What follows belongs to an exercise in optimizing a design on an open flow for small area and a short achievable clock period; a production flow would make more cautious choices. Only simulation tests tie the RTL to the original design; equivalence was not proved. No run shown here takes its clock network from TritonCTS; it comes from the design's own scripts or RTL. The clock input has no modelled driver; a real chip could not lean on it and would need a root buffer or a full tree. Power figures rest on the tool's default switching activity, not on a simulated workload.

==> design/flow/config.mk <==
export PLATFORM = sky130hd
export DESIGN_NAME = Benes_8p
export DESIGN_NICKNAME = Benes_8p
export VERILOG_FILES = /design/flow/design.v
export SDC_FILE = /design/flow/constraint.sdc
export NUM_CORES = 4
export LEC_CHECK = 0
export ABC_AREA = 1
export CAP_MARGIN = 20
export CORE_MARGIN = 2
export CORE_UTILIZATION = 62
export SETUP_SLACK_MARGIN = 1.3
export SLEW_MARGIN = 20
==> design/flow/constraint.sdc <==
create_clock -name core_clock -period 2.5 [get_ports {clk}]
set_input_delay 0.5000 -clock core_clock [delete_from_list [all_inputs] [get_ports {clk}]]
set_output_delay 0.5000 -clock core_clock [all_outputs]
set_load 0.01 [all_outputs]
==> design/flow/design.v <==
module Col0_Links (
    input  [23:0] p,
    output [10:0] l     
);
    wire [1:0] d [0:7];
    genvar k;
    generate for (k = 0; k < 8; k = k + 1) begin : g_d
        assign d[k] = p[3*k+1 +: 2];
    end endgenerate
    assign l[0]  = (d[0] == d[2]) | (d[1] == d[3]);
    assign l[1]  = (d[0] == d[5]) | (d[1] == d[4]);
    assign l[2]  = (d[0] == d[4]) | (d[1] == d[5]);
    assign l[3]  = (d[0] == d[7]) | (d[1] == d[6]);
    assign l[4]  = (d[0] == d[6]) | (d[1] == d[7]);
    assign l[5]  = (d[2] == d[5]) | (d[3] == d[4]);
    assign l[6]  = (d[2] == d[4]) | (d[3] == d[5]);
    assign l[7]  = (d[2] == d[7]) | (d[3] == d[6]);
    assign l[8]  = (d[2] == d[6]) | (d[3] == d[7]);
    assign l[9]  = (d[4] == d[7]) | (d[5] == d[6]);
    assign l[10] = (d[4] == d[6]) | (d[5] == d[7]);
endmodule
module Col0_Settings (
    input  [10:0] l,
    output [2:0]  s0       
);
    wire bd01 = l[0], bs02 = l[1], bd02 = l[2], bs03 = l[3], bd03 = l[4];
    wire bs12 = l[5], bd12 = l[6], bs13 = l[7], bd13 = l[8];
    wire bs23 = l[9], bd23 = l[10];
    wire n13 = ~(bs13 | bd13), n23 = ~(bs23 | bd23);
    wire s1 = ~(bd01 | (bs02 & bd12) | (bd02 & bs12) | (bs03 & bd13) | (bd03 & bs13));
    wire y1 = bs12 | (~bd12 & ~bd02);
    wire y0 = bd12 | (~bs12 & ~bd02);
    wire x1 = bs13 | (n13 & ((bs23 & y1) | (bd23 & ~y1) | (n23 & ~bd03)));
    wire x0 = bd13 | (n13 & ((bs23 & y0) | (bd23 & ~y0) | (n23 & ~bd03)));
    assign s0 = {s1 ? x1 : x0, s1 ? y1 : y0, s1};
endmodule
module Sub_Route (
    input [1:0] g0,
    input       g1h,
    input [1:0] g2,
    input       g3l,
    output [4:0] s     
);
    wire c11 = g2[1] ^ g0[1];
    wire a   = ~g0[0];
    wire b   = c11 ? ~g2[0] : ~g3l;
    assign s[0] = c11;
    assign s[1] = ~g0[1];
    assign s[2] = ~g1h;
    assign s[3] = g0[1] ? b : a;
    assign s[4] = g0[1] ? a : b;
endmodule
module Rest_Route (
    input  [2:0]  m0,
    input  [2:1]  m1,
    input  [2:0]  u1,
    input         l1h,
    input  [5:0]  m45,     
    input  [5:0]  m67,     
    input  [1:0]  s,       
    input  [1:0]  sn,
    output [3:0]  t,
    output [4:0]  bu,
    output [4:0]  bl
);
    wire [2:0] u2 = ({3{s[0]}} & m45[2:0]) | ({3{sn[0]}} & m45[5:3]);
    wire [2:0] u3 = ({3{s[1]}} & m67[2:0]) | ({3{sn[1]}} & m67[5:3]);
    wire [1:0] l2 = ({2{s[0]}} & m45[5:4]) | ({2{sn[0]}} & m45[2:1]);
    wire       l3 = (s[1] & m67[4])        | (sn[1] & m67[1]);
    genvar j;
    generate for (j = 0; j < 4; j = j + 1) begin : g_t
        assign t[j] = (m0 == 2*j) | (u1 == 2*j) | (u2 == 2*j) | (u3 == 2*j);
    end endgenerate
    Sub_Route u(.g0(m0[2:1]), .g1h(u1[2]), .g2(u2[2:1]), .g3l(u3[1]), .s(bu));
    Sub_Route l(.g0(m1[2:1]), .g1h(l1h),   .g2(l2),      .g3l(l3),    .s(bl));
endmodule
module Benes_8p (input wire [2:0] mp0, mp1, mp2, mp3, mp4, mp5, mp6, mp7,
    input clk,
    output wire [19:0] state
);
    wire [23:0] p0 = {mp7, mp6, mp5, mp4, mp3, mp2, mp1, mp0};
    wire [10:0] l_w;
    Col0_Links c0l(.p(p0), .l(l_w));
    reg [23:0] p1;
    reg [10:0] l1;
    always @(posedge clk) begin
        p1 <= p0;
        l1 <= l_w;
    end
    wire [2:0] s0_w;
    Col0_Settings c0s(.l(l1), .s0(s0_w));
    reg [2:0]  s0_2;
    reg [1:0]  s0n_2;
    reg [2:0]  m0_2;
    reg [2:1]  m1_2;
    reg [2:0]  u1_2;
    reg        l1h_2;
    reg [11:0] m47_2;
    always @(posedge clk) begin
        s0_2  <= s0_w;
        s0n_2 <= ~s0_w[2:1];
        m0_2  <= p1[2:0];
        m1_2  <= p1[5:4];
        u1_2  <= s0_w[0] ? p1[8:6] : p1[11:9];
        l1h_2 <= s0_w[0] ? p1[11]  : p1[8];
        m47_2 <= p1[23:12];
    end
    wire [3:0] t_w;
    wire [4:0] bu_w, bl_w;
    Rest_Route rr(.m0(m0_2), .m1(m1_2), .u1(u1_2), .l1h(l1h_2),
                  .m45(m47_2[5:0]), .m67(m47_2[11:6]),
                  .s(s0_2[2:1]), .sn(s0n_2), .t(t_w), .bu(bu_w), .bl(bl_w));
    wire [16:0] q_w = {t_w, s0_2, bl_w, bu_w};
    reg [16:0] q3, q4, q5, q6, q7;
    always @(posedge clk) begin
        q3 <= q_w;
        q4 <= q3;
        q5 <= q4;
        q6 <= q5;
        q7 <= q6;
    end
    assign state[0]  = 1'b1;
    assign state[1]  = 1'b1;
    assign state[2]  = q7[1];
    assign state[3]  = q7[3];
    assign state[4]  = q7[13];
    assign state[5]  = q7[10];
    assign state[6]  = q7[0];
    assign state[7]  = q7[2];
    assign state[8]  = q7[4];
    assign state[9]  = q7[14];
    assign state[10] = q7[11];
    assign state[11] = 1'b1;
    assign state[12] = q7[6];
    assign state[13] = q7[8];
    assign state[14] = q7[15];
    assign state[15] = q7[12];
    assign state[16] = q7[5];
    assign state[17] = q7[7];
    assign state[18] = q7[9];
    assign state[19] = q7[16];
endmodule
==> design/flow/flow/run.sh <==
#!/bin/bash
# The standard layout, with the clock tree built by flow/clock_tree.tcl (a
# tree with up to FLOW_CTS_LEAF registers per leaf buffer) in
# place of TritonCTS's.
set -euo pipefail
here=$(pwd)
export FLOW_CTS_LEAF=${FLOW_CTS_LEAF:-38}
export FLOW_CLOCK_PORT=clk
bash standard.sh "PRE_CTS_TCL=$here/flow/clock_tree.tcl" "POST_CTS_TCL=$here/flow/input_buffers.tcl" "BUFFER_PORTS_ARGS=-buffer_cell sky130_fd_sc_hd__buf_2" finish > "$here/make_finish.log" 2>&1
test -f out/final.def
==> design/flow/flow/clock_tree.tcl <==
set ::ct_leaf [expr {[info exists ::env(FLOW_CTS_LEAF)] ? $::env(FLOW_CTS_LEAF) : 32}]
set ::ct_cell sky130_fd_sc_hd__clkbuf_16
set ::ct_port_max 4
set ::ct_block [ord::get_db_block]
set ::ct_master [[ord::get_db] findMaster $::ct_cell]

proc ct_center {iterms} {
  set sx 0.0; set sy 0.0
  foreach it $iterms {
    set b [[$it getInst] getBBox]
    set sx [expr {$sx + ([$b xMin] + [$b xMax]) / 2.0}]
    set sy [expr {$sy + ([$b yMin] + [$b yMax]) / 2.0}]
  }
  set n [llength $iterms]
  return [list [expr {$sx / $n}] [expr {$sy / $n}]]
}

# Estimated load (fF) of a leaf net over points {x y} in database units:
# the pins plus a Steiner length guess for their bounding box.
proc ct_load {pts} {
  set n [llength $pts]
  if {$n == 0} { return 0.0 }
  set x0 1e12; set y0 1e12; set x1 -1e12; set y1 -1e12
  foreach p $pts {
    lassign $p it x y
    if {$x < $x0} { set x0 $x }
    if {$x > $x1} { set x1 $x }
    if {$y < $y0} { set y0 $y }
    if {$y > $y1} { set y1 $y }
  }
  set dbu [[$::ct_block getTech] getDbUnitsPerMicron]
  set w [expr {($x1 - $x0) / double($dbu)}]
  set h [expr {($y1 - $y0) / double($dbu)}]
  set len [expr {0.8 * sqrt($n * $w * $h) + ($w + $h) / 2.0}]
  return [expr {$n * 1.8 + $len * 0.17}]
}

# Split the registers into k groups: cut along the longer spread, near the
# point that gives each side registers in proportion to its groups, where
# the larger estimated load per group is smallest.
proc ct_split {iterms k} {
  if {$k <= 1} { return [list $iterms] }
  set pts {}
  set xs {}; set ys {}
  foreach it $iterms {
    set b [[$it getInst] getBBox]
    set x [expr {([$b xMin] + [$b xMax]) / 2}]
    set y [expr {([$b yMin] + [$b yMax]) / 2}]
    lappend pts [list $it $x $y]
    lappend xs $x; lappend ys $y
  }
  set xs [lsort -integer $xs]; set ys [lsort -integer $ys]
  set axis [expr {([lindex $xs end] - [lindex $xs 0]) >= ([lindex $ys end] - [lindex $ys 0]) ? 1 : 2}]
  set pts [lsort -integer -index $axis $pts]
  set n [llength $pts]
  set k1 [expr {$k / 2}]
  set k2 [expr {$k - $k1}]
  set h0 [expr {($n * $k1 + $k / 2) / $k}]
  set d [expr {$n / 10}]
  set best_h $h0
  set best 1e12
  for {set h [expr {$h0 - $d}]} {$h <= $h0 + $d} {incr h} {
    if {$h < 1 || $h > $n - 1} { continue }
    set ca [expr {[ct_load [lrange $pts 0 [expr {$h - 1}]]] / $k1}]
    set cb [expr {[ct_load [lrange $pts $h end]] / $k2}]
    set c [expr {max($ca, $cb)}]
    if {$c < $best} { set best $c; set best_h $h }
  }
  set a {}; set b {}
  foreach p [lrange $pts 0 [expr {$best_h - 1}]] { lappend a [lindex $p 0] }
  foreach p [lrange $pts $best_h end] { lappend b [lindex $p 0] }
  return [concat [ct_split $a $k1] [ct_split $b $k2]]
}

proc ct_buffer {name x y in_net out_net} {
  set ct_block $::ct_block; set ct_master $::ct_master
  set inst [odb::dbInst_create $ct_block $ct_master $name]
  $inst setLocation [expr {int($x)}] [expr {int($y)}]
  $inst setPlacementStatus PLACED
  [$inst findITerm A] connect $in_net
  [$inst findITerm X] connect $out_net
  return $inst
}

proc ct_build {} {
  set port [$::ct_block findBTerm $::env(FLOW_CLOCK_PORT)]
  set clk [$port getNet]
  set sinks [$clk getITerms]
  set k [expr {([llength $sinks] + $::ct_leaf - 1) / $::ct_leaf}]
  set groups [ct_split $sinks $k]
  # the clock port drives the leaf buffers itself when there are at most
  # ct_port_max of them, else through one root buffer
  if {$k <= $::ct_port_max} {
    set feed $clk
  } else {
    set feed [odb::dbNet_create $::ct_block clknet_root]
    $feed setSigType CLOCK
  }
  puts "clock_tree: [llength $sinks] sinks in $k groups, root buffer: [expr {$k > $::ct_port_max}]"
  set i 0
  set leaves {}
  foreach g $groups {
    set net [odb::dbNet_create $::ct_block clknet_leaf_$i]
    $net setSigType CLOCK
    foreach it $g {
      $it disconnect
      $it connect $net
    }
    lassign [ct_center $g] x y
    set inst [ct_buffer clkbuf_leaf_$i $x $y $feed $net]
    lappend leaves [$inst findITerm A]
    incr i
  }
  if {$k > $::ct_port_max} {
    lassign [ct_center $leaves] x y
    ct_buffer clkbuf_root $x $y $clk $feed
  }
  $clk setSigType CLOCK
}
ct_build

set_propagated_clock [all_clocks]
proc clock_tree_synthesis {args} {
  puts "clock_tree: TritonCTS skipped, the tree is built"
}
==> design/flow/flow/input_buffers.tcl <==
# Run as ORFS's POST_CTS_TCL hook: the buffers on the permutation inputs
# drive paths with time to spare, so they are made the smallest buffer; timing
# repair after global routing may size them up again.
foreach bterm [[ord::get_db_block] getBTerms] {
  if {![string match "mp*" [$bterm getName]] || [$bterm getNet] == "NULL"} { continue }
  foreach it [[$bterm getNet] getITerms] {
    if {![$it isInputSignal]} { continue }
    set inst [$it getInst]
    if {[string match "sky130_fd_sc_hd__buf_*" [[$inst getMaster] getName]]} {
      replace_cell [$inst getName] sky130_fd_sc_hd__buf_1
    }
  }
}
detailed_placement
==> design/flow/standard.sh <==
#!/bin/bash
# synth_recipe.tcl (not shown) runs the flow's synth.tcl, then flattens the netlist and writes it again
# the make line also repeats each setting of config.mk as NAME=value (left out here)
make -C /OpenROAD-flow-scripts/flow DESIGN_CONFIG=/design/flow/config.mk WORK_HOME=/design/flow/orfs CLKGATE_MAP_FILE= SYNTH_SCRIPT=/design/flow/synth_recipe.tcl "${@:-finish}"
==> summary.md, run 1 <==
| Metric | Value |
|---|---|
| Die W | `~85 um` |
| Critical Path AT | `between 1 and 1.5 ns` |
| PwrDens | `988 mW/mm^2` |
| Count of pins over their slew limit | `0` |
| DP HPWL | `between 3 and 4 mm` |
| First-pass detailed-route iteration total | `4` |
| Core Area | `0.00635 sq mm` |
| GRT Total Usage | `about 14%` |
| HP Start | `q3[11]` |
| Via count | `between 2000 and 2500` |
| Post-layout nets | `around 410` |
| Area Overhead vs Synth | `6.72%` |
| Sequential fraction of the synthesis area | `between 70% and 80%` |
| Final Non-Filler Cells | `~460` |
| Fmax | `0.884 GHz` |
| Io pins | `45` |
| Antenna cell count | `0` |
| Post-Place Cells | `about 450` |
| Reg2Reg Depth | `6` |
| Cell Chain, Critical Path | `buf_1, xor2_1, o22ai_1` |
| Worst Setup End Kind | `flop` |
| Reg clk slew, reported paths | `between 0.1 and 0.15 ns` |
| RSZ-0062 raised after global routing | `false` |
| Clk_skew | `0.00553 ns` |
| MaxCap Viol Count | `0` |
| Synth top area cells | `dfxtp_1 71%, xor2_1 9.5%, nand2_1 4.3%` |
| Hold path cells | `0` |
| First-pass GRT wire length | `roughly 8.5 mm` |
| Fin crit share | `about 45%` |
| Worst-path fanout max | `7` |
| Placement Cell Area | `~0.0043 sq mm` |
| Netlist cell types | `21` |
| Met1 usage | `between 10% and 20%` |
| Final Hold Violating Endpoints | `0` |
| WL final | `between 5 and 6 mm` |
| Initial Util | `about 64%` |
| CP Launch Type | `input pin` |
| Hold WC Path Type | `reg -> reg` |
| Synth Register Bits | `around 150` |
| Port Buffers | `40` |
| WS Path Type | `in -> reg` |
| Mapped Area | `~0.004 sq mm` |
| Synth Area per Inst | `roughly 12 sq um` |
| Drt drc | `0` |
| Die height | `85.1 um` |
| Critical R2R Launch | `s0n_2[0]` |
| Max incr delay on CP | `between 0.4 and 0.5 ns` |
| Slew headroom | `a little under two thirds` |
| Critical path's slowest cell | `buf_1` |
| P_leak | `just under 0.002 uW` |
| FF-to-FF setup slack | `~1.4 ns` |
| Final min period | `roughly 1.1 ns` |
| Initial antenna violation count | `0` |
| DR vias/cell | `between 4 and 5` |
| Skew-Pair Late Insertion Delay | `0.17 ns` |
| Worst-Margin Slew | `roughly 0.54 ns` |
| CP required | `2.57 ns` |
| Grt total ovfl | `0` |
| Post-Synthesis Cells | `~350` |
| Share of cells above drive strength 1 | `between 10% and 20%` |
| Std-Cell Rows | `29` |
| Worst Hold End | `q4[11]` |
| Routed wire per std cell | `11.4 um` |
| Routability Congestion | `approximately 0.80` |
| Commonest cells after routing, fill and taps aside | `144 x dfxtp_1, 47 x nand2_1, 44 x xor2_1` |
| Tot Pwr | `between 4000 and 5000 uW` |
| Remaining antenna violation count | `0` |
| Max IR drop VDD | `0.00119 V` |
| Synth warn | `2` |
| Commonest non-fill, non-tap cell in the layout | `dfxtp_1` |
| Final setup fails | `0` |
| Status | `no timing/DRC/antenna violations` |
| GR met2 Demand/Resource | `between 20% and 30%` |
| Drt initial violations | `70` |
| Met3 global-route usage | `under 10%` |
| Area of the die | `approximately 0.0072 sq mm` |
| Synth top area share | `between 70% and 80%` |
| Vias in the first global route | `1954` |
| GR peak layer | `met2` |
| Largest net degree at the start of global routing | `39` |
| Yosys top cell by area | `dfxtp_1` |
| Sum Neg Setup Slack | `0 ns` |
| FF-to-FF End | `q3[16]` |
| Final instance area | `between 0.004 and 0.005 sq mm` |
[cell usage after synthesis]
cell type and instances:
nand2_2 5, nor2_8 1, dfxtp_1 145, o31ai_1 4, inv_1 26, xor2_1 44
nor2_1 5, nor3_1 1, buf_4 3, nand3b_4 1, a22o_1 2, nor2_2 1
nand2_1 47, o21ai_0 3, inv_2 7, conb_1 1, o21ai_2 2, nand3_1 19
buf_2 16, o21ai_1 6, o22ai_1 12
[kinds of logic after synthesis]
| kind of cell | share of synthesized area, % |
|---|---|
| DFF | 71.2 |
| and+or+nand+nor | 9.15 |
| buffers and inverters | 5.56 |
| xor gates and xnor gates | 9.45 |
| AOI/OAI and AO/OA | 4.54 |
| other | 0.0920 |
[per-layer routing]
| layer | wire (um) | part of all wire (%) |
|---|---|---|
| met1 | 2270 | 44 |
| met2 | 2620 | 51 |
| met3 | 198 | 3.8 |
| met4 | 83 | 1.6 |
| met5 | 0 | 0 |
[registers in the layout, summed over array words and instances, names as in the netlist, 3 cells and up]
signal / flops
u1_2: 3
q6: 17
q4: 17
q7: 17
m0_2: 3
m47_2: 12
q5: 17
l1: 11
s0_2: 3
p1: 23
q3: 17
[through the flow]
step	util [%]	setup slack [ns]	hold slack, ns
detailed placement	67.4	1.36	0.312
global placement	67.4	1.39	0.309
floorplan	-	1.48	0.310
finish	68.5	1.37	0.335
global route	68.5	1.33	0.340
[power breakdown]
group / switching [uW] / internal (uW)
clock: 507 / 299
sequential: 135 / 2800
combinational: 335 / 220
[worst max path at each step]
stage                   to      from  slack (ns)  cells past startpoint
global placement     l1[3]    mp7[2]        1.39                      3
floorplan           l1[10]    mp4[2]        1.48                      3
global route         q3[4]  s0n_2[0]        1.33                      7
finish               l1[7]    mp7[2]        1.37                      3
detailed placement   l1[2]    mp0[1]        1.36                      3
[worst max-delay path, delay by kind of cell]
family | cells | cell delay (ns)
buf+inv | 1 | 0.41
xor+xnor | 1 | 0.19
compound gates | 1 | 0.10
[cell type report]
class | instances | area (sq um)
tap | 77 | 96.3
buffer | 4 | 100
multi-input combinational | 156 | 955
timing repair buffer | 40 | 171
fill | 481 | 2000
sequential | 145 | 2900
inverter | 33 | 124
==> run 2: changes to the inputs <==
--- a/design/flow/config.mk
+++ b/design/flow/config.mk
@@ -8,6 +8,6 @@
 export ABC_AREA = 1
 export CAP_MARGIN = 20
 export CORE_MARGIN = 2
-export CORE_UTILIZATION = 62
+export CORE_UTILIZATION = 68
 export SETUP_SLACK_MARGIN = 1.3
 export SLEW_MARGIN = 20
==> run 2 against run 1 <==
  * Still clean on timing, DRC and antenna
  * Die area down 8.4%
  * Clock skew about the same
  * Sequential share of layout area about the same
  * First-iteration DRC count up 14%
  * Final area about the same
  * Setup slack better by 0.0062 ns
  * Via count up 0.74%
  * Final cell count down 0.44%
  * Critical path type is now reg -> out
  * Largest cell class unchanged
  * Highest routed layer unchanged
==> summary.md, run 2 <==
| Metric | Value |
|---|---|
| Core Area | `0.00585 sq mm (-7.9%)` |
| Fmax | `0.889 GHz (+0.55%)` |
| Commonest non-fill, non-tap cell in the layout | `dfxtp_1` |
| Max IR drop VDD | `0.000891 V (-25%)` |
| Sequential fraction of the synthesis area | `71.2% (unchanged)` |
| Commonest cells after routing, fill and taps aside | `143 x dfxtp_1, 47 x nand2_1, 44 x xor2_1` |
| FF-to-FF setup slack | `1.41 ns (about the same)` |
| Drt drc | `0 (unchanged)` |
| Number of buffers and inverters on the critical path | `1 (unchanged)` |
| Synth cell count leaders | `145 x dfxtp_1, 47 x nand2_1, 44 x xor2_1, 26 x inv_1, 19 x nand3_1` |
| Cell Chain, Critical Path | `buf_2` |
| Most used DFF post-synth | `dfxtp_1` |
| Reg clk slew, reported paths | `0.12 ns (about the same)` |
| Area Overhead vs Synth | `6.78% (about the same)` |
| Final setup fails | `0 (unchanged)` |
| Netlist cell types | `21 (unchanged)` |
| Routed wire per std cell | `11.6 um (+2.5%)` |
| Worst Setup End Kind | `output pin` |
| Vias in the first global route | `2010 (+2.9%)` |
| Remaining antenna violation count | `0 (unchanged)` |
| Skew-Pair Late Insertion Delay | `0.18 ns (about the same)` |
| Share of cells above drive strength 1 | `10.8% (+0.53 points)` |
| P_leak | `0.00197 uW (about the same)` |
| Post-Synthesis Cells | `351 (unchanged)` |
| Post-layout nets | `405 (unchanged)` |
| Initial antenna violation count | `0 (unchanged)` |
| Drt initial violations | `80 (+14%)` |
| Hold WC Path Type | `reg -> reg` |
| Synth Area per Inst | `11.6 sq um (unchanged)` |
| CP delay by family, top | `flip-flops` |
| PwrDens | `993 mW/mm^2 (+0.44%)` |
| First-pass GRT wire length | `8.87 mm (+4.0%)` |
| Reg2Reg Depth | `6 (unchanged)` |
| Max incr delay on CP | `0.33 ns (-0.08 ns)` |
| Asr flop ratio synth | `0% (unchanged)` |
| Synth Register Bits | `145 (unchanged)` |
| Hold Slack | `0.334 ns (-0.00123 ns)` |
| Mapped Area | `0.00408 sq mm (unchanged)` |
| Number of flops mapped to enable cells by yosys | `0 (unchanged)` |
| Hold path cells | `0 (unchanged)` |
| First-pass detailed-route iteration total | `4 (unchanged)` |
| Fin crit share | `45.0% (-0.25 points)` |
| Worst Hold End | `q4[16]` |
| Io pins | `45 (unchanged)` |
| Antenna cell count | `0 (unchanged)` |
| Synth top area share | `71.2% (unchanged)` |
| Yosys top cell by area | `dfxtp_1` |
| Status | `no timing/DRC/antenna violations` |
| Worst-path fanout max | `1 (-6)` |
| DR vias/cell | `4.78 (+1.2%)` |
| Post-Place Cells | `449 (-0.44%)` |
| Critical R2R Launch | `l1[6]` |
| Std-Cell Rows | `28 (-3.4%)` |
| CP Launch Type | `flop` |
| Largest net degree at the start of global routing | `39 (unchanged)` |
| Final Non-Filler Cells | `453 (-0.44%)` |
| Largest register by flop count | `p1` |
| Clk_skew | `0.00594 ns (+0.000409 ns)` |
| Critical Path AT | `0.62 ns (-0.58 ns)` |
| HP Start | `q3[16]` |
| Synth warn | `2 (unchanged)` |
| Critical path's slowest cell | `dfxtp_1` |
| Sum Neg Setup Slack | `0 ns (unchanged)` |
| Initial Util | `69.7% (+5.5 points)` |
| GRT Total Usage | `16.6% (+2.5 points)` |
| DP HPWL | `3.90 mm (+3.0%)` |
| Die W | `81.4 um (-4.3%)` |
| Grt total ovfl | `0 (unchanged)` |
| Die height | `81.4 um (-4.3%)` |
| RSZ-0062 raised after global routing | `true` |
| CP required | `2.00 ns (-0.57 ns)` |
| WS Path Type | `reg -> out` |
| FF-to-FF End | `s0n_2[0]` |
| Via count | `2166 (+0.74%)` |
| Final min period | `1.12 ns (-0.00616 ns)` |
| Synth top area cells | `dfxtp_1 71%, xor2_1 9.5%, nand2_1 4.3%` |
| Routability Congestion | `0.897 (+12%)` |
| Count of pins over their slew limit | `0 (unchanged)` |
| Top-count cell post-synth | `dfxtp_1` |
| Port Buffers | `40 (unchanged)` |
| Final Hold Violating Endpoints | `0 (unchanged)` |
| WL final | `5.27 mm (+2.1%)` |
| Area of the die | `0.00663 sq mm (-8.4%)` |
| Largest register FFs | `23 (unchanged)` |
| MaxCap Viol Count | `0 (unchanged)` |
run 2: cell counts after synthesis:
Identical to the previous run, type by type.
run 2: cells by family after synthesis:
kind of cell    synth area share, %
xor+xnor                       9.45
flops                          71.2
other cells                  0.0920
buf+inv                        5.56
compound gates                 4.54
simple gates                   9.15
run 2: report_power, final:
group          internal, uW  leakage (uW)  switching [uW]
registers              2810       0.00122             146
logic                   222      0.000702             342
clock network           299     0.0000493             506
run 2: worst max-delay path by stage:
stage                 start        end  cells past startpoint  slack [ns]
floorplan            mp4[2]     l1[10]                      3        1.48
global placement     mp7[1]     l1[10]                      3        1.40
detailed placement   mp7[2]      l1[8]                      3        1.37
global route        s0_2[2]     q3[14]                      5        1.28
finish               q7[12]  state[15]                      1        1.38
run 2: routing by layer:
| metal | GRT usage (%) | up-vias | part of all wire (%) |
|---|---|---|---|
| met2 | 32.7 | 42 | 53 |
| met1 | 19.6 | 994 | 41 |
| li1 | - | 1124 | - |
| met4 | 2.71 | 0 | 1.1 |
| met3 | 1.65 | 6 | 4.1 |
| met5 | 0 | - | 0 |
run 2: per-stage QoR:
| stage | util, % | area (sq um) | worst slack (ns) | total power, uW |
|---|---|---|---|---|
| after floorplan | - | 4080 | 1.48 | 3380 |
| after global placement | 73.1 | 4280 | 1.40 | 3530 |
| after detailed placement | 73.1 | 4280 | 1.37 | 3580 |
| after global routing | 74.4 | 4350 | 1.28 | 4550 |
| final | 74.4 | 4350 | 1.38 | 4320 |
run 2: area by class of cell:
cell class,instances,area (sq um)
sequential,145,2910
inverter,33,124
buffer,4,100
fill,423,1500
multi-input combinational,156,958
tap,75,93.8
timing repair buffer,40,171
==> run 3: changes to the inputs <==
--- a/design/flow/config.mk
+++ b/design/flow/config.mk
@@ -8,6 +8,6 @@
 export ABC_AREA = 1
 export CAP_MARGIN = 20
 export CORE_MARGIN = 2
-export CORE_UTILIZATION = 68
-export SETUP_SLACK_MARGIN = 1.3
+export CORE_UTILIZATION = 65
+export SETUP_SLACK_MARGIN = 1.0
 export SLEW_MARGIN = 20
==> run 3 against run 2 <==
  * Combinational power shrank 2%
  * Sequential share of layout area about the same
  * Total power is essentially flat
  * Largest cell class unchanged
==> summary.md, run 3 <==
| Metric | Value |
|---|---|
| Io pins | `45 (unchanged)` |
| Reg clk slew, reported paths | `0.12 ns (about the same)` |
| Synth warn | `2 (unchanged)` |
| Final instance area | `0.00435 sq mm (-0.14%)` |
| Skew-Pair Late Insertion Delay | `0.18 ns (about the same)` |
| Final setup fails | `0 (unchanged)` |
| Netlist cell types | `21 (unchanged)` |
| Drt initial violations | `57 (-29%)` |
| Synth Area in XOR/XNOR | `9.45% (unchanged)` |
| Final min period | `1.13 ns (+0.00440 ns)` |
| WS Path Type | `reg -> out` |
| Post-layout nets | `405 (unchanged)` |
| Post-Place Cells | `449 (unchanged)` |
| First-pass GRT wire length | `8.69 mm (-2.0%)` |
| Fmax | `0.886 GHz (-0.39%)` |
| Cell Chain, Critical Path | `buf_2` |
| Initial antenna violation count | `0 (unchanged)` |
| CP delay by family, top | `flip-flops` |
| Synth top area share | `71.2% (unchanged)` |
| Mapped Area | `0.00408 sq mm (unchanged)` |
| Die height | `83.2 um (+2.2%)` |
| Critical path's slowest cell | `dfxtp_1` |
| Slew headroom | `between 60% and 70%` |
| Count of pins over their slew limit | `0 (unchanged)` |
| PwrDens | `993 mW/mm^2 (about the same)` |
| Worst-path fanout max | `1 (unchanged)` |
| Worst-Margin Slew | `0.537 ns` |
| Commonest non-fill, non-tap cell in the layout | `dfxtp_1` |
| Final Non-Filler Cells | `453 (unchanged)` |
| Clk_skew | `0.00907 ns (+0.00314 ns)` |
| Largest net degree at the start of global routing | `39 (unchanged)` |
| Switching pwr | `995 uW (+0.12%)` |
| First-pass detailed-route iteration total | `4 (unchanged)` |
| Drt drc | `0 (unchanged)` |
| Asr flop ratio synth | `0% (unchanged)` |
| Area Overhead vs Synth | `6.63%` |
| Area of the die | `0.00692 sq mm (+4.4%)` |
| Mux contribution to synthesized area | `0% (unchanged)` |
| DP HPWL | `3.76 mm (-3.5%)` |
| Antenna cell count | `0 (unchanged)` |
| Number of buffers and inverters on the critical path | `1 (unchanged)` |
| GRT Total Usage | `14.8% (-1.8 points)` |
| Clk pwr share | `18.9% (+0.3 points)` |
| WL final | `5.21 mm (-1.2%)` |
| Synth top area cells | `dfxtp_1 71%, xor2_1 9.5%, nand2_1 4.3%` |
| Port Buffers | `40 (unchanged)` |
| Synth cell count leaders | `145 x dfxtp_1, 47 x nand2_1, 44 x xor2_1, 26 x inv_1, 19 x nand3_1` |
| Reg2Reg Depth | `7 (+1)` |
| Synth Register Bits | `145 (unchanged)` |
| Internal power | `3320 uW (-0.13%)` |
| Placement Setup Slack | `1.36 ns (-0.0170 ns)` |
| Crit. Startpoint | `q7[12]` |
| Max IR drop VDD | `0.000928 V (+4.2%)` |
| Via count | `2117 (-2.3%)` |
| Share of cells above drive strength 1 | `10.1% (-0.79 points)` |
| Hold WC Path Type | `reg -> reg` |
| Synth Area per Inst | `11.6 sq um (unchanged)` |
| Yosys top cell by area | `dfxtp_1` |
| CP required | `2.00 ns (about the same)` |
| Seq pwr share | `68.3% (about the same)` |
| Final Hold Violating Endpoints | `0 (unchanged)` |
| Filler instances | `438 (+3.5%)` |
| Largest register FFs | `23 (unchanged)` |
| Post-Synthesis Cells | `351 (unchanged)` |
| Simple-gate share of the synthesized area | `9.15% (unchanged)` |
| Status | `no timing/DRC/antenna violations` |
| Core Area | `0.00599 sq mm (+2.4%)` |
| Remaining antenna violation count | `0 (unchanged)` |
| Post-Synth Adder-Cell Area | `0% (unchanged)` |
| Routed wire per std cell | `11.5 um (-1.2%)` |
| Sequential fraction of the synthesis area | `71.2% (unchanged)` |
| FF-to-FF setup slack | `1.40 ns (about the same)` |
| Switching Fraction | `23.1% (+0.045 points)` |
| Critical R2R Launch | `s0_2[1]` |
| P_leak | `0.00197 uW (about the same)` |
| CP Launch Type | `flop` |
| Critical Path AT | `0.63 ns (about the same)` |
| Max incr delay on CP | `0.33 ns (about the same)` |
| Commonest cells after routing, fill and taps aside | `145 x dfxtp_1, 47 x nand2_1, 44 x xor2_1` |
| RSZ-0062 raised after global routing | `false` |
| Crit path depth | `1 (unchanged)` |
| Setup WS post-layout | `1.37 ns (-0.00440 ns)` |
| Most used DFF post-synth | `dfxtp_1` |
| Worst Setup End Kind | `output pin` |
| Die W | `83.2 um (+2.2%)` |
| Main combinational cell family by area after synthesis | `XOR/XNOR gates` |
| MaxCap Viol Count | `0 (unchanged)` |
| End of the critical path | `state[15]` |
| Std-Cell Rows | `28 (unchanged)` |
| Sum Neg Setup Slack | `0 ns (unchanged)` |
| Placement Cell Area | `0.00428 sq mm (unchanged)` |
| Grt total ovfl | `0 (unchanged)` |
| Tot Pwr | `4320 uW (about the same)` |
| DR vias/cell | `4.67 (-2.3%)` |
| Top-count cell post-synth | `dfxtp_1` |
| Vias in the first global route | `1968 (-2.1%)` |
| Compound-gate portion of the synthesized area | `4.54% (unchanged)` |
| Number of flops mapped to enable cells by yosys | `0 (unchanged)` |
| Routability Congestion | `0.773 (-14%)` |
| Initial Util | `68.0% (-1.6 points)` |
| Combinational Power Share | `12.8% (-0.3 points)` |
| FF-to-FF End | `q3[3]` |
| Largest register by flop count | `p1` |
| Fin crit share | `45.2% (+0.18 points)` |
## run 3: worst min-delay path by stage
stage / start / end / slack [ns] / depth (start not counted)
3_3_place_gp: q3[8] / q4[8] / 0.31 / 0
5_1_grt: q6[16] / q7[16] / 0.34 / 0
2_1_floorplan: p1[0] / m0_2[0] / 0.31 / 0
6_report: q4[2] / q5[2] / 0.34 / 0
3_5_place_dp: p1[12] / m47_2[0] / 0.31 / 0
## run 3: cell families after synthesis
| kind of cell | count (synthesis) |
|---|---|
| flip-flops | 145 |
| AND/OR/NAND/NOR | 80 |
| buffers and inverters | 52 |
| XOR/XNOR | 44 |
| AO/OA/AOI/OAI | 29 |
| other | 1 |
## run 3: layout make-up
class / count / area (sq um) / share of cell area (%)
plain buffers: 4 / 100 / 2.30
inverters: 33 / 124 / 2.85
multi-input cells: 156 / 955 / 22.0
flip-flops and latches: 145 / 2900 / 66.8
well taps: 75 / 93.8 / 2.16
repair buffers: 40 / 171 / 3.94
## run 3: power by group through the flow
stage | combinational [uW] | sequential [uW] | clock, uW
detailed placement | 565 | 3010 | 0
global route | 627 | 3000 | 912
finish | 554 | 2950 | 815
global placement | 552 | 2980 | 0
floorplan | 374 | 3010 | 0
## run 3: per-stage QoR
stage,util (%),hold WS [ns]
after floorplan,-,0.310
after global placement,71.4,0.310
after detailed placement,71.4,0.312
after global routing,72.6,0.343
final,72.6,0.335
## run 3: layer usage
metal  share of wire (%)  global-route usage [%]  up-vias
met1                  46                    19.4      950
met4                 1.1                    2.09        0
li1                    -                       -     1126
met3                 3.3                    1.09        7
met2                  50                    27.3       34
met5                   0                       0        -
==> run 4: changes to the inputs <==
--- a/design/flow/config.mk
+++ b/design/flow/config.mk
@@ -9,5 +9,5 @@
 export CAP_MARGIN = 20
 export CORE_MARGIN = 2
 export CORE_UTILIZATION = 65
-export SETUP_SLACK_MARGIN = 1.0
+export SETUP_SLACK_MARGIN = 1.2
 export SLEW_MARGIN = 20
==> run 4 against run 3 <==
  * Critical path depth is the same
  * Worst hold slack is the same
  * Clock power is essentially flat
  * Sequential share of layout area is the same
  * Via count is the same
  * Core utilization is the same
  * Routed wire length is the same
  * Register-to-register slack is essentially flat
  * Critical path type unchanged
  * Setup slack is the same
  * Die area is the same
  * Fmax is the same
==> summary.md, run 4 <==
| Metric | Value |
|---|---|
| Status | `no timing/DRC/antenna violations` |
| Synth Register Bits | `145 (unchanged)` |
| Final min period | `1.13 ns (unchanged)` |
| RSZ-0062 raised after global routing | `false` |
| Final Non-Filler Cells | `453 (unchanged)` |
| Compound-gate portion of the synthesized area | `4.54% (unchanged)` |
| DP HPWL | `3.76 mm (unchanged)` |
| Sum Neg Setup Slack | `0 ns (unchanged)` |
| Std-Cell Rows | `28 (unchanged)` |
| Max incr delay on CP | `0.33 ns (about the same)` |
| Filler instances | `438 (unchanged)` |
| Critical path's slowest cell | `dfxtp_1` |
| Clk_skew | `0.00907 ns (unchanged)` |
| Netlist cell types | `21 (unchanged)` |
| Yosys top cell by area | `dfxtp_1` |
| Count of pins over their slew limit | `0 (unchanged)` |
| Sequential fraction of the synthesis area | `71.2% (unchanged)` |
| Synth cell count leaders | `145 x dfxtp_1, 47 x nand2_1, 44 x xor2_1, 26 x inv_1, 19 x nand3_1` |
| Asr flop ratio synth | `0% (unchanged)` |
| Fin crit share | `45.2% (unchanged)` |
| CP Launch Type | `flop` |
| Fmax | `0.886 GHz (unchanged)` |
| First-pass detailed-route iteration total | `4 (unchanged)` |
| Commonest cells after routing, fill and taps aside | `145 x dfxtp_1, 47 x nand2_1, 44 x xor2_1` |
| Synth top area cells | `dfxtp_1 71%, xor2_1 9.5%, nand2_1 4.3%` |
| Skew-Pair Late Insertion Delay | `0.18 ns (about the same)` |
| Number of flops mapped to enable cells by yosys | `0 (unchanged)` |
| Port Buffers | `40 (unchanged)` |
| Die W | `83.2 um (unchanged)` |
| Post-Synthesis Cells | `351 (unchanged)` |
| CP required | `2.00 ns (about the same)` |
| Synth top area share | `71.2% (unchanged)` |
| Simple-gate share of the synthesized area | `9.15% (unchanged)` |
| GRT Total Usage | `14.8% (unchanged)` |
| Area of the die | `0.00692 sq mm (unchanged)` |
| Worst Setup End Kind | `output pin` |
| Drt drc | `0 (unchanged)` |
| Synth Area per Inst | `11.6 sq um (unchanged)` |
| Main combinational cell family by area after synthesis | `XOR/XNOR gates` |
| WL final | `5.21 mm (unchanged)` |
| GR met2 Demand/Resource | `27.3% (unchanged)` |
| Vias in the first global route | `1968 (unchanged)` |
| Top-count cell post-synth | `dfxtp_1` |
| Final Hold Violating Endpoints | `0 (unchanged)` |
| Largest net degree at the start of global routing | `39 (unchanged)` |
| Worst-Margin Slew | `0.537 ns (unchanged)` |
| Commonest non-fill, non-tap cell in the layout | `dfxtp_1` |
| Grt total ovfl | `0 (unchanged)` |
| Via count | `2117 (unchanged)` |
| Largest register FFs | `23 (unchanged)` |
| Worst-path fanout max | `1 (unchanged)` |
| Drt initial violations | `57 (unchanged)` |
| Hold WC Path Type | `reg -> reg` |
| Number of buffers and inverters on the critical path | `1 (unchanged)` |
| Cell Chain, Critical Path | `buf_2` |
| Largest register by flop count | `p1` |
| Final setup fails | `0 (unchanged)` |
| PwrDens | `993 mW/mm^2 (unchanged)` |
| Synth Area in XOR/XNOR | `9.45% (unchanged)` |
| Mux contribution to synthesized area | `0% (unchanged)` |
| First-pass GRT wire length | `8.69 mm (unchanged)` |
| Initial antenna violation count | `0 (unchanged)` |
| Met3 global-route usage | `1.09% (unchanged)` |
| Synth warn | `2 (unchanged)` |
| Slew headroom | `64.2% (unchanged)` |
| Share of cells above drive strength 1 | `10.1% (unchanged)` |
| MaxCap Viol Count | `0 (unchanged)` |
| Die height | `83.2 um (unchanged)` |
| Critical Path AT | `0.63 ns (about the same)` |
| Most used DFF post-synth | `dfxtp_1` |
| Post-Synth Adder-Cell Area | `0% (unchanged)` |
| Io pins | `45 (unchanged)` |
| Area of the multi-input gates | `955 sq um (unchanged)` |
| Met1 usage | `19.4% (unchanged)` |
| Remaining antenna violation count | `0 (unchanged)` |
| WS Path Type | `reg -> out` |
| Core Area | `0.00599 sq mm (unchanged)` |
| Reg clk slew, reported paths | `0.12 ns (about the same)` |
| P_leak | `0.00197 uW (unchanged)` |
| Area Overhead vs Synth | `6.63% (unchanged)` |
| Post-layout nets | `405 (unchanged)` |
| FF+latch area | `0.00290 sq mm (unchanged)` |
| Initial Util | `68.0% (unchanged)` |
| CP delay by family, top | `flip-flops` |
| Antenna cell count | `0 (unchanged)` |
| Routability Congestion | `0.773 (unchanged)` |
| Post-Place Cells | `449 (unchanged)` |
| DR vias/cell | `4.67 (unchanged)` |
| Max IR drop VDD | `0.000928 V (unchanged)` |
| GR peak layer | `met2` |
| Mapped Area | `0.00408 sq mm (unchanged)` |
| Routed wire per std cell | `11.5 um (unchanged)` |
run 4: cell counts after synthesis:
Identical to the previous run, type by type.
run 4: final timing paths:
path / slack (ns) / cells past startpoint / end / start
max: 1.37 / 1 / state[15] / q7[12]
min: 0.34 / 0 / q5[2] / q4[2]
min reg2reg: 0.34 / 0 / q5[2] / q4[2]
max reg2reg: 1.40 / 7 / q3[3] / s0_2[1]
run 4: layout make-up:
cell class | instances | share of cell area, %
sequential | 145 | 66.8
multi-input combinational | 156 | 22.0
timing repair buffer | 40 | 3.94
inverter | 33 | 2.85
buffer | 4 | 2.30
tap | 75 | 2.16
run 4: cells by family after synthesis:
family | Yosys count
flip-flops | 145
AND/OR/NAND/NOR | 80
buffers and inverters | 52
XOR/XNOR | 44
AO/OA/AOI/OAI | 29
other | 1
run 4: where the power goes:
group	switching, uW	internal [uW]	leakage [uW]
clock	515	300	0.0000493
combinational	334	220	0.000701
sequential	146	2800	0.00122
run 4: metrics by stage:
stage	setup slack, ns	hold slack, ns	util (%)	total power [uW]	instance area, sq um
6_report	1.37	0.335	72.6	4320	4350
5_1_grt	1.25	0.343	72.6	4530	4350
2_1_floorplan	1.48	0.310	-	3380	4080
3_5_place_dp	1.36	0.312	71.4	3570	4280
3_3_place_gp	1.39	0.310	71.4	3530	4280
run 4: routing by layer:
| metal | vias to the layer above | part of all wire [%] |
|---|---|---|
| met5 | - | 0 |
| met4 | 0 | 1.1 |
| li1 | 1126 | - |
| met3 | 7 | 3.3 |
| met1 | 950 | 46 |
| met2 | 34 | 50 |
==> run 5: changes to the inputs <==
--- a/design/flow/config.mk
+++ b/design/flow/config.mk
@@ -5,9 +5,8 @@
 export SDC_FILE = /design/flow/constraint.sdc
 export NUM_CORES = 4
 export LEC_CHECK = 0
-export ABC_AREA = 1
 export CAP_MARGIN = 20
 export CORE_MARGIN = 2
 export CORE_UTILIZATION = 65
-export SETUP_SLACK_MARGIN = 1.2
+export SETUP_SLACK_MARGIN = 1.3
 export SLEW_MARGIN = 20
==> run 5 against run 4 <==
  * Flip-flop and latch count is the same
  * Area after synthesis shrank 1.8%
  * Sequential share of layout area up 0.35 points
  * Clock power about the same
  * Critical path depth rose by 2
  * Total power shrank 1.5%
  * Synthesized cell count decreased by 13%
  * Via count decreased by 3.9%
  * Critical path type is now reg -> reg
==> summary.md, run 5 <==
| Metric | Value |
|---|---|
| HP Start | `q3[16]` |
| RSZ-0062 raised after global routing | `true` |
| P_leak | `0.00182 uW (-7.7%)` |
| Netlist cell types | `39 (+86%)` |
| Synth cell count leaders | `145 x dfxtp_1, 44 x xor2_1, 16 x clkbuf_1, 12 x o22ai_1` |
| Critical R2R Launch | `l1[7]` |
| Largest net degree at the start of global routing | `39 (unchanged)` |
| Synth Area per Inst | `13.2 sq um (+13%)` |
| Initial antenna violation count | `0 (unchanged)` |
| Antenna cell count | `0 (unchanged)` |
| Max IR drop VDD | `0.000932 V (+0.39%)` |
| PwrDens | `977 mW/mm^2 (-1.7%)` |
| Grt total ovfl | `0 (unchanged)` |
| Count of pins over their slew limit | `0 (unchanged)` |
| Slew headroom | `66.6% (+2.4 points)` |
| Mapped Area | `0.00400 sq mm (-1.8%)` |
| Worst Setup End Kind | `flop` |
| DR vias/cell | `5.01 (+7.2%)` |
| Met2 wire length | `2.67 mm (+2.9%)` |
| Std-Cell Rows | `28 (unchanged)` |
| Most used DFF post-synth | `dfxtp_1` |
| Sequential fraction of the synthesis area | `72.5% (+1.3 points)` |
| Synth top area cells | `dfxtp_1 73%, xor2_1 9.6%, o22ai_1 1.9%` |
| Area of the multi-input gates | `0.00102 sq mm (+6.9%)` |
| Largest register FFs | `23 (unchanged)` |
| Worst-path fanout max | `8 (+7)` |
| Fmax | `0.828 GHz (-6.6%)` |
| Synth Register Bits | `145 (unchanged)` |
| Status | `no timing/DRC/antenna violations` |
| WS Path Type | `reg -> reg` |
| FF+latch area | `0.00292 sq mm (+0.73%)` |
| Vias in the first global route | `1898 (-3.6%)` |
| Routability Congestion | `0.790 (+2.2%)` |
| Skew-Pair Late Insertion Delay | `0.18 ns (about the same)` |
| Asr flop ratio synth | `0% (unchanged)` |
| Hold WC Path Type | `reg -> reg` |
| First-pass GRT wire length | `8.47 mm (-2.5%)` |
| Final Hold Violating Endpoints | `0 (unchanged)` |
| Die W | `82.5 um (-0.87%)` |
| CP Launch Type | `flop` |
| Synth top area share | `72.5% (+1.3 points)` |
| Drt drc | `0 (unchanged)` |
| Internal power | `3320 uW (-0.22%)` |
| Clk_skew | `0.0114 ns (+0.00230 ns)` |
| CP required | `2.57 ns (+0.57 ns)` |
| Final setup fails | `0 (unchanged)` |
| Critical Path AT | `1.28 ns (+0.65 ns)` |
| Initial Util | `67.6% (-0.44 points)` |
| Area Overhead vs Synth | `8.82%` |
| DP HPWL | `3.76 mm (about the same)` |
| GRT Total Usage | `15.9% (+1.1 points)` |
| Area of the die | `0.00680 sq mm (-1.7%)` |
| Largest register by flop count | `p1` |
| Switching pwr | `938 uW (-5.8%)` |
| Post-layout nets | `358 (-12%)` |
| Final min period | `1.21 ns (+0.0793 ns)` |
| Number of flops mapped to enable cells by yosys | `0 (unchanged)` |
| Commonest cells after routing, fill and taps aside | `136 x dfxtp_1, 44 x xor2_1, 23 x buf_1` |
| Top Layer Used | `met4` |
| Hold Slack | `0.326 ns (-0.00882 ns)` |
| Core Area | `0.00592 sq mm (-1.2%)` |
| Filler instances | `432 (-1.4%)` |
| WL met1 | `2.38 mm (about the same)` |
| Combinational Power Share | `11.8% (-1.0 points)` |
| MaxCap Viol Count | `0 (unchanged)` |
| Die height | `82.5 um (-0.87%)` |
| Io pins | `45 (unchanged)` |
| Commonest non-fill, non-tap cell in the layout | `dfxtp_1` |
| Seq pwr share | `69.1% (+0.8 points)` |
| Fin crit share | `48.3% (+3.2 points)` |
| Crit. Startpoint | `l1[7]` |
| Switching Fraction | `22.0% (-1.0 points)` |
| Top-count cell post-synth | `dfxtp_1` |
| Routed wire per std cell | `13.2 um (+15%)` |
| Clk pwr share | `19.1% (+0.2 points)` |
| Share of cells above drive strength 1 | `14.2% (+4.1 points)` |
| WL final | `5.37 mm (+3.1%)` |
| Port Buffers | `40 (unchanged)` |
| Met3 WL | `251 um (+48%)` |
| Sum Neg Setup Slack | `0 ns (unchanged)` |
| Post-Synthesis Cells | `304 (-13%)` |
| First-pass detailed-route iteration total | `4 (unchanged)` |
| Worst-Margin Slew | `0.501 ns (-0.0362 ns)` |
| Remaining antenna violation count | `0 (unchanged)` |
| Reg clk slew, reported paths | `0.12 ns (about the same)` |
| Synth warn | `2 (unchanged)` |
| Yosys top cell by area | `dfxtp_1` |
| Drt initial violations | `108 (+89%)` |
| Via count | `2034 (-3.9%)` |
-- run 5: changes by cell type in the layout (fill, tap and decap cells not counted), moves of 6 or more --
cell / previous run / this run
nand2_1: 47 / 9
inv_1: 26 / 8
nand3_1: 19 / 1
dfxtp_1: 145 / 136
inv_2: 7 / 0
a22oi_1: 0 / 6
o21ai_0: 3 / 9
o21ai_1: 6 / 0
-- run 5: path summary, 6_finish.rpt --
check,endpoint,slack (ns),depth (start not counted)
min reg2reg,q4[16],0.33,0
max,s0_2[2],1.29,3
min,q4[16],0.33,0
max reg2reg,s0_2[2],1.29,3
-- run 5: layout make-up --
| type | instances | share of cell area, % |
|---|---|---|
| Buffer | 4 | 2.30 |
| Inverter | 8 | 0.689 |
| Multi-Input combinational cell | 132 | 23.4 |
| Tap cell | 75 | 2.15 |
| Timing Repair Buffer | 42 | 4.28 |
| Sequential cell | 145 | 67.1 |
-- run 5: per-layer routing --
metal | vias to the layer above | GRT usage, %
li1 | 1048 | -
met1 | 928 | 19.7
met2 | 51 | 30.5
met3 | 7 | 1.52
met4 | 0 | 1.83
met5 | - | 0
-- run 5: worst max-delay path, cell delays in order (launching register included) --
cell,delay [ns]
dfxtp_2,0.36
a22oi_2,0.25
nand3_4,0.17
o32a_1,0.32
-- run 5: through the flow --
stage	util, %	total power, uW	setup WS [ns]	std cells	area, sq um
finish	73.6	4250	1.29	406	4360
detailed placement	71.2	3470	1.15	400	4220
floorplan	-	3290	1.31	306	4020
global placement	71.2	3430	1.19	400	4220
global route	73.6	4470	1.23	406	4360
-- run 5: cells by family after synthesis --
kind of cell           count (synthesis)  synth area share, %
flip-flops                           145                 72.5
AO/OA/AOI/OAI                         50                 8.69
XOR/XNOR                              46                 10.3
buffers and inverters                 29                 3.03
AND/OR/NAND/NOR                       25                 3.28
multiplexers                           8                 2.13
other                                  1               0.0937
-- run 5: power by group through the flow --
stage                     sequential (uW)  combinational (uW)  clock (uW)
final                                2940                 501         812
after global routing                 3000                 569         901
after detailed placement             2990                 484           0
after global placement               2960                 472           0
after floorplan                      2970                 320           0
==> run 6: changes to the inputs <==
--- a/design/flow/config.mk
+++ b/design/flow/config.mk
@@ -5,6 +5,7 @@
 export SDC_FILE = /design/flow/constraint.sdc
 export NUM_CORES = 4
 export LEC_CHECK = 0
+export ABC_AREA = 1
 export CAP_MARGIN = 20
 export CORE_MARGIN = 2
 export CORE_UTILIZATION = 65
==> run 6 against run 5 <==
  * Still clean on timing, DRC and antenna
  * Core utilization is 0.88 points lower
  * Area after synthesis up 1.8%
  * Final area about the same
  * Combinational power rose by 12%
  * Flip-flop and latch count did not move
  * Worst hold slack gained 0.0095 ns
==> summary.md, run 6 <==
| Metric | Value |
|---|---|
| Status | `no timing/DRC/antenna violations` |
| Netlist cell types | `21 (-46%)` |
| GRT Total Usage | `14.8% (-1.1 points)` |
| P_leak | `0.00198 uW (+8.6%)` |
| WL final | `5.26 mm (-2.1%)` |
| Slew headroom | `64.2% (-2.4 points)` |
| Most used DFF post-synth | `dfxtp_1` |
| Synth top area cells | `dfxtp_1 71%, xor2_1 9.5%, nand2_1 4.3%` |
| Post-Synthesis Cells | `351 (+15%)` |
| Synth Register Bits | `145 (unchanged)` |
| Initial antenna violation count | `0 (unchanged)` |
| Drt drc | `0 (unchanged)` |
| Mapped Area | `0.00408 sq mm (+1.8%)` |
| DP HPWL | `3.76 mm (about the same)` |
| Antenna cell count | `0 (unchanged)` |
| Synth Area per Inst | `11.6 sq um (-12%)` |
| Worst-path fanout max | `1 (-7)` |
| Critical Path AT | `0.63 ns (-0.65 ns)` |
| Placement Cell Area | `0.00428 sq mm (+1.4%)` |
| Final min period | `1.13 ns (-0.0786 ns)` |
| Top-count cell post-synth | `dfxtp_1` |
| RSZ-0062 raised after global routing | `false` |
| Commonest non-fill, non-tap cell in the layout | `dfxtp_1` |
| Cell Chain, Critical Path | `buf_2` |
| Largest net degree at the start of global routing | `39 (unchanged)` |
| Area Overhead vs Synth | `6.81%` |
| Share of cells above drive strength 1 | `11.1% (-3.1 points)` |
| Core Area | `0.00599 sq mm (+1.2%)` |
| Hold WC Path Type | `reg -> reg` |
| Number of flops mapped to enable cells by yosys | `0 (unchanged)` |
| Area of the die | `0.00692 sq mm (+1.8%)` |
| Synth warn | `2 (unchanged)` |
| Synth top area share | `71.2% (-1.3 points)` |
| Fin crit share | `45.2% (-3.1 points)` |
| Routed wire per std cell | `11.6 um (-12%)` |
| First-pass detailed-route iteration total | `5 (+1)` |
| Via count | `2123 (+4.4%)` |
| Yosys top cell by area | `dfxtp_1` |
| Worst-Margin Slew | `0.537 ns (+0.0355 ns)` |
| CP required | `2.00 ns (-0.57 ns)` |
| Worst Setup End Kind | `output pin` |
| Commonest cells after routing, fill and taps aside | `143 x dfxtp_1, 47 x nand2_1, 44 x xor2_1` |
| Final instance area | `0.00435 sq mm (about the same)` |
| Asr flop ratio synth | `0% (unchanged)` |
| Post-layout nets | `405 (+13%)` |
| Largest register FFs | `23 (unchanged)` |
| Routability Congestion | `0.773 (-2.2%)` |
| Clk_skew | `0.0110 ns (-0.000350 ns)` |
| Drt initial violations | `61 (-44%)` |
| MaxCap Viol Count | `0 (unchanged)` |
| First-pass GRT wire length | `8.69 mm (+2.5%)` |
| Die W | `83.2 um (+0.87%)` |
| Grt total ovfl | `0 (unchanged)` |
| Final setup fails | `0 (unchanged)` |
| Std-Cell Rows | `28 (unchanged)` |
| Synth cell count leaders | `145 x dfxtp_1, 47 x nand2_1, 44 x xor2_1, 26 x inv_1, 19 x nand3_1` |
| CP delay by family, top | `flip-flops` |
| Remaining antenna violation count | `0 (unchanged)` |
| Largest register by flop count | `p1` |
| Final Hold Violating Endpoints | `0 (unchanged)` |
| Vias in the first global route | `1968 (+3.7%)` |
| CP Launch Type | `flop` |
| Port Buffers | `40 (unchanged)` |
| Max incr delay on CP | `0.33 ns (-0.03 ns)` |
| PwrDens | `994 mW/mm^2 (+1.8%)` |
| Initial Util | `68.0% (+0.44 points)` |
| Max IR drop VDD | `0.000927 V (-0.47%)` |
| WS Path Type | `reg -> out` |
| Sequential fraction of the synthesis area | `71.2% (-1.3 points)` |
| Sum Neg Setup Slack | `0 ns (unchanged)` |
| Count of pins over their slew limit | `0 (unchanged)` |
| Io pins | `45 (unchanged)` |
| Critical path's slowest cell | `dfxtp_1` |
| DR vias/cell | `4.69 (-6.5%)` |
| Fmax | `0.885 GHz (+7.0%)` |
| Die height | `83.2 um (+0.87%)` |
| Reg clk slew, reported paths | `0.12 ns (about the same)` |
| Number of buffers and inverters on the critical path | `1 (+1)` |
| Skew-Pair Late Insertion Delay | `0.18 ns (about the same)` |
[run 6: changes by cell type in the layout (fill, tap and decap cells not counted), sizes merged, moves of 3 or more]
cell	change
o31ai	+4
a21oi	-4
a31oi	-4
nand3	+17
inv	+25
mux2	-4
buf	-3
o221ai	-3
a22oi	-9
mux2i	-4
nand2	+43
[run 6: layer usage]
layer	global-route usage [%]	up-vias	part of all wire [%]	wire length, um
met4	2.09	0	1.1	59
met5	0	-	0	0
met3	1.09	8	3.3	172
met1	19.4	951	47	2450
li1	-	1128	-	-
met2	27.3	36	49	2580
[run 6: final timing paths]
check	end	start	slack, ns	depth (start not counted)
hold / removal	q5[2]	q4[2]	0.34	0
hold reg to reg	q5[2]	q4[2]	0.34	0
setup reg to reg	q3[9]	s0_2[2]	1.42	5
setup / recovery	state[15]	q7[12]	1.37	1
[run 6: power breakdown]
part | internal (uW) | total [uW] | switching (uW)
logic | 222 | 559 | 337
clock network | 300 | 818 | 519
registers | 2810 | 2950 | 147
[run 6: cell families (layout without fill, tap and decap cells)]
group,Yosys count,after routing,share of synthesized area [%]
xor+xnor,44,44,9.45
buf+inv,52,77,5.56
compound gates,29,29,4.54
other cells,1,3,0.0920
flops,145,145,71.2
simple gates,80,80,9.15
[run 6: layout make-up]
type,instances,area [sq um]
fill,435,1640
inverter,33,124
timing repair buffer,40,173
buffer,4,100
multi-input combinational,156,958
tap,75,93.8
sequential,145,2910
[run 6: metrics by stage]
stage | power (uW) | hold slack [ns] | cells | setup slack, ns | util (%)
3_3_place_gp | 3530 | 0.310 | 449 | 1.39 | 71.4
2_1_floorplan | 3380 | 0.310 | 353 | 1.48 | -
5_1_grt | 4540 | 0.343 | 453 | 1.31 | 72.7
3_5_place_dp | 3570 | 0.312 | 449 | 1.36 | 71.4
6_report | 4330 | 0.336 | 453 | 1.37 | 72.7
==> run 7: changes to the inputs <==
==> design/flow/flow/run.sh (replaced) <==
#!/bin/bash
# The standard layout (standard.sh: ORFS with the standard synthesis),
# with three changes passed to ORFS as make variables:
#  - flow/clock_tree.tcl (PRE_CTS_TCL) builds the clock tree in place of
#    TritonCTS: the clock port drives one leaf buffer per group of at most
#    FLOW_CTS_LEAF registers (4 groups here), so every register is two cells
#    from the port;
#  - the ports are buffered with buf_2 rather than the default cell;
#  - flow/input_buffers.tcl (POST_CTS_TCL) makes the input-port buffers buf_1,
#    since the input paths have time to spare.
# All of make's output goes to make_finish.log, and ORFS's own per-step logs
# to orfs/logs/.
set -euo pipefail
here=$(pwd)
export FLOW_CTS_LEAF=${FLOW_CTS_LEAF:-38}
export FLOW_CLOCK_PORT=clk
bash standard.sh "PRE_GLOBAL_PLACE_TCL=$here/flow/clock_tree.tcl" "PRE_CTS_TCL=$here/flow/clock_tree.tcl" "POST_CTS_TCL=$here/flow/input_buffers.tcl" \
    "BUFFER_PORTS_ARGS=-buffer_cell sky130_fd_sc_hd__buf_2" finish > "$here/make_finish.log" 2>&1
test -f out/final.def
--- a/design/flow/flow/clock_tree.tcl
+++ b/design/flow/flow/clock_tree.tcl
@@ -85,6 +85,10 @@
 proc ct_build {} {
   set port [$::ct_block findBTerm $::env(FLOW_CLOCK_PORT)]
   set clk [$port getNet]
+  if {[$::ct_block findInst clkbuf_leaf_0] != "NULL"} {
+    puts "clock_tree: already built"
+    return
+  }
   set sinks [$clk getITerms]
   set k [expr {([llength $sinks] + $::ct_leaf - 1) / $::ct_leaf}]
   set groups [ct_split $sinks $k]
==> run 7 against run 6 <==
  * Fmax fell by 1.4%
  * Sequential share of layout area increased by 0.058 points
  * Critical endpoint is now l1[9]
  * Global-route usage rose by 0.16 points
  * Flip-flop and latch count stayed put
  * Core utilization is 0.063 points lower
  * Final cell count unchanged
  * Clock power is 0.9% lower
  * Still clean
  * Setup slack worse by 0.016 ns
  * Critical path depth grew 2
  * Register-to-register slack is essentially flat
==> summary.md, run 7 <==
| Metric | Value |
|---|---|
| Asr flop ratio synth | `0% (unchanged)` |
| Synth Area per Inst | `11.6 sq um (unchanged)` |
| Synth Register Bits | `145 (unchanged)` |
| WL final | `5.22 mm (-0.67%)` |
| Reg clk slew, reported paths | `0.12 ns (about the same)` |
| Area of the die | `0.00692 sq mm (unchanged)` |
| Placement Cell Area | `0.00428 sq mm (unchanged)` |
| Sequential fraction of the synthesis area | `71.2% (unchanged)` |
| Post-Synthesis Cells | `351 (unchanged)` |
| PwrDens | `993 mW/mm^2 (-0.16%)` |
| Yosys top cell by area | `dfxtp_1` |
| Vias in the first global route | `1956 (-0.61%)` |
| DP HPWL | `3.73 mm (-0.87%)` |
| Hold WC Path Type | `reg -> reg` |
| FF+latch area | `0.00291 sq mm (unchanged)` |
| Filler instances | `433 (-0.46%)` |
| Slew headroom | `64.7% (+0.44 points)` |
| Grt total ovfl | `0 (unchanged)` |
| Worst-Margin Slew | `0.530 ns (-0.00659 ns)` |
| Mapped Area | `0.00408 sq mm (unchanged)` |
| Remaining antenna violation count | `0 (unchanged)` |
| CP Launch Type | `input pin` |
| Routability Congestion | `0.773 (unchanged)` |
| Final setup fails | `0 (unchanged)` |
| Largest net degree at the start of global routing | `39 (unchanged)` |
| Critical Path AT | `1.22 ns (+0.59 ns)` |
| Synth warn | `2 (unchanged)` |
| Max incr delay on CP | `0.40 ns (+0.07 ns)` |
| Largest register by flop count | `p1` |
| Tot Pwr | `4320 uW (-0.25%)` |
| Most used DFF post-synth | `dfxtp_1` |
| Share of cells above drive strength 1 | `10.8% (-0.26 points)` |
| Final Hold Violating Endpoints | `0 (unchanged)` |
| Largest register FFs | `23 (unchanged)` |
| Max IR drop VDD | `0.000916 V (-1.2%)` |
| Synth cell count leaders | `145 x dfxtp_1, 47 x nand2_1, 44 x xor2_1, 26 x inv_1, 19 x nand3_1` |
| CP required | `2.58 ns (+0.58 ns)` |
| Initial Util | `68.0% (unchanged)` |
| Initial antenna violation count | `0 (unchanged)` |
| Skew-Pair Late Insertion Delay | `0.17 ns (about the same)` |
| GRT Total Usage | `14.9% (+0.16 points)` |
| Synth top area share | `71.2% (unchanged)` |
| Antenna cell count | `0 (unchanged)` |
| Worst-path fanout max | `7 (+6)` |
| Die W | `83.2 um (unchanged)` |
| Final instance area | `0.00435 sq mm (about the same)` |
| CP delay by family, top | `buffers and inverters` |
| First-pass detailed-route iteration total | `4 (-1)` |
| Commonest non-fill, non-tap cell in the layout | `dfxtp_1` |
| Hold Slack | `0.335 ns (-0.000689 ns)` |
| MaxCap Viol Count | `0 (unchanged)` |
| Synth top area cells | `dfxtp_1 71%, xor2_1 9.5%, nand2_1 4.3%` |
| Final core utilization | `72.6% (about the same)` |
| Number of flops mapped to enable cells by yosys | `0 (unchanged)` |
| Drt drc | `0 (unchanged)` |
| Area of the multi-input gates | `955 sq um (-0.39%)` |
| Count of pins over their slew limit | `0 (unchanged)` |
| Fmax | `0.873 GHz (-1.4%)` |
| Clk_skew | `0.00774 ns (-0.00329 ns)` |
| Die height | `83.2 um (unchanged)` |
| Drt initial violations | `69 (+13%)` |
| Status | `no timing/DRC/antenna violations` |
| FF-to-FF setup slack | `1.42 ns (about the same)` |
| Fin crit share | `45.8% (+0.65 points)` |
| Std-Cell Rows | `28 (unchanged)` |
| RSZ-0062 raised after global routing | `false` |
| Io pins | `45 (unchanged)` |
| Final min period | `1.15 ns (+0.0162 ns)` |
| Area Overhead vs Synth | `6.72% (about the same)` |
| Core Area | `0.00599 sq mm (unchanged)` |
| Worst Setup End Kind | `flop` |
| First-pass GRT wire length | `8.70 mm (+0.15%)` |
| Routed wire per std cell | `11.5 um (-0.67%)` |
| Commonest cells after routing, fill and taps aside | `143 x dfxtp_1, 47 x nand2_1, 44 x xor2_1` |
| Top-count cell post-synth | `dfxtp_1` |
| Cell Chain, Critical Path | `buf_1, xor2_1, o22ai_1` |
| Critical path's slowest cell | `buf_1` |
| Netlist cell types | `21 (unchanged)` |
| DR vias/cell | `4.69 (about the same)` |
| Port Buffers | `40 (unchanged)` |
| Post-layout nets | `405 (unchanged)` |
| Via count | `2125 (+0.094%)` |
| Sum Neg Setup Slack | `0 ns (unchanged)` |
| WS Path Type | `in -> reg` |
| P_leak | `0.00198 uW (about the same)` |
| Number of buffers and inverters on the critical path | `1 (unchanged)` |
run 7: metal layers:
metal	GRT usage [%]	vias to the layer above	share of wire, %
li1	-	1126	-
met1	19.0	953	45
met2	28.0	38	51
met3	1.29	8	3.5
met4	2.38	0	1.2
met5	0	-	0
run 7: where the power goes:
part | switching [uW] | internal (uW) | leakage [uW] | total (uW)
clock network | 512 | 299 | 0.0000493 | 811
registers | 145 | 2810 | 0.00122 | 2950
logic | 337 | 221 | 0.000704 | 558
run 7: cell type report:
type                    count  share of cell area [%]
flip-flops and latches    145                    66.8
multi-input cells         156                    21.9
repair buffers             40                    3.97
inverters                  33                    2.85
plain buffers               4                    2.30
well taps                  75                    2.16
run 7: logic make-up after synthesis:
group | count (synthesis) | share of synthesized area (%)
flip-flops | 145 | 71.2
XOR/XNOR | 44 | 9.45
buffers and inverters | 52 | 5.56
AO/OA/AOI/OAI | 29 | 4.54
other | 1 | 0.0920
AND/OR/NAND/NOR | 80 | 9.15
run 7: worst paths after layout:
kind | depth (start not counted) | to | startpoint
setup / recovery | 3 | l1[9] | mp7[2]
hold reg to reg | 0 | q5[2] | q4[2]
setup reg to reg | 5 | q3[9] | s0_2[2]
hold / removal | 0 | q5[2] | q4[2]
run 7: stage by stage:
stage | instances | setup WS, ns
final | 453 | 1.35
after detailed placement | 449 | 1.36
after floorplan | 353 | 1.48
after global placement | 449 | 1.40
after global routing | 453 | 1.30

-- static timing again, ports no longer ideal --
The flow's constraints put no driver on any port. The routed layouts listed below were extracted and timed again, unchanged, in two steps.
Step 1 sets driving cells, clkbuf_16 on the clock port and buf_2 on the other inputs (assumed; they add their load-dependent delay and slew).
Step 2 moves the port delays by t, midway between the first and last clock arrival at a register: inputs arrive t later, outputs are due t later. That takes back most of the time a late clock gives input paths.
a / b / c = ideal / step 1 / step 2; a / b = the first two.
run | t (ns) | setup slack, ns | worst data-port slew with drivers (ns)
run 1 | 0.247 | 1.369 / 1.296 / 1.168 | 0.03
run 2 | 0.244 | 1.375 / 1.304 / 1.180 | 0.03
run 3 | 0.244 | 1.371 / 1.300 / 1.176 | 0.03
run 4 | 0.244 | 1.371 / 1.300 / 1.176 | 0.03
run 5 | 0.241 | 1.292 / 1.292 / 1.177 | 0.03
run 6 | 0.242 | 1.370 / 1.300 / 1.184 | 0.03
run 7 | 0.241 | 1.354 / 1.304 / 1.161 | 0.03
After both steps every run listed still meets setup and hold. The setup slack of run 1, which loses most, moves by -0.073 ns with the drivers and by -0.201 ns with both steps.
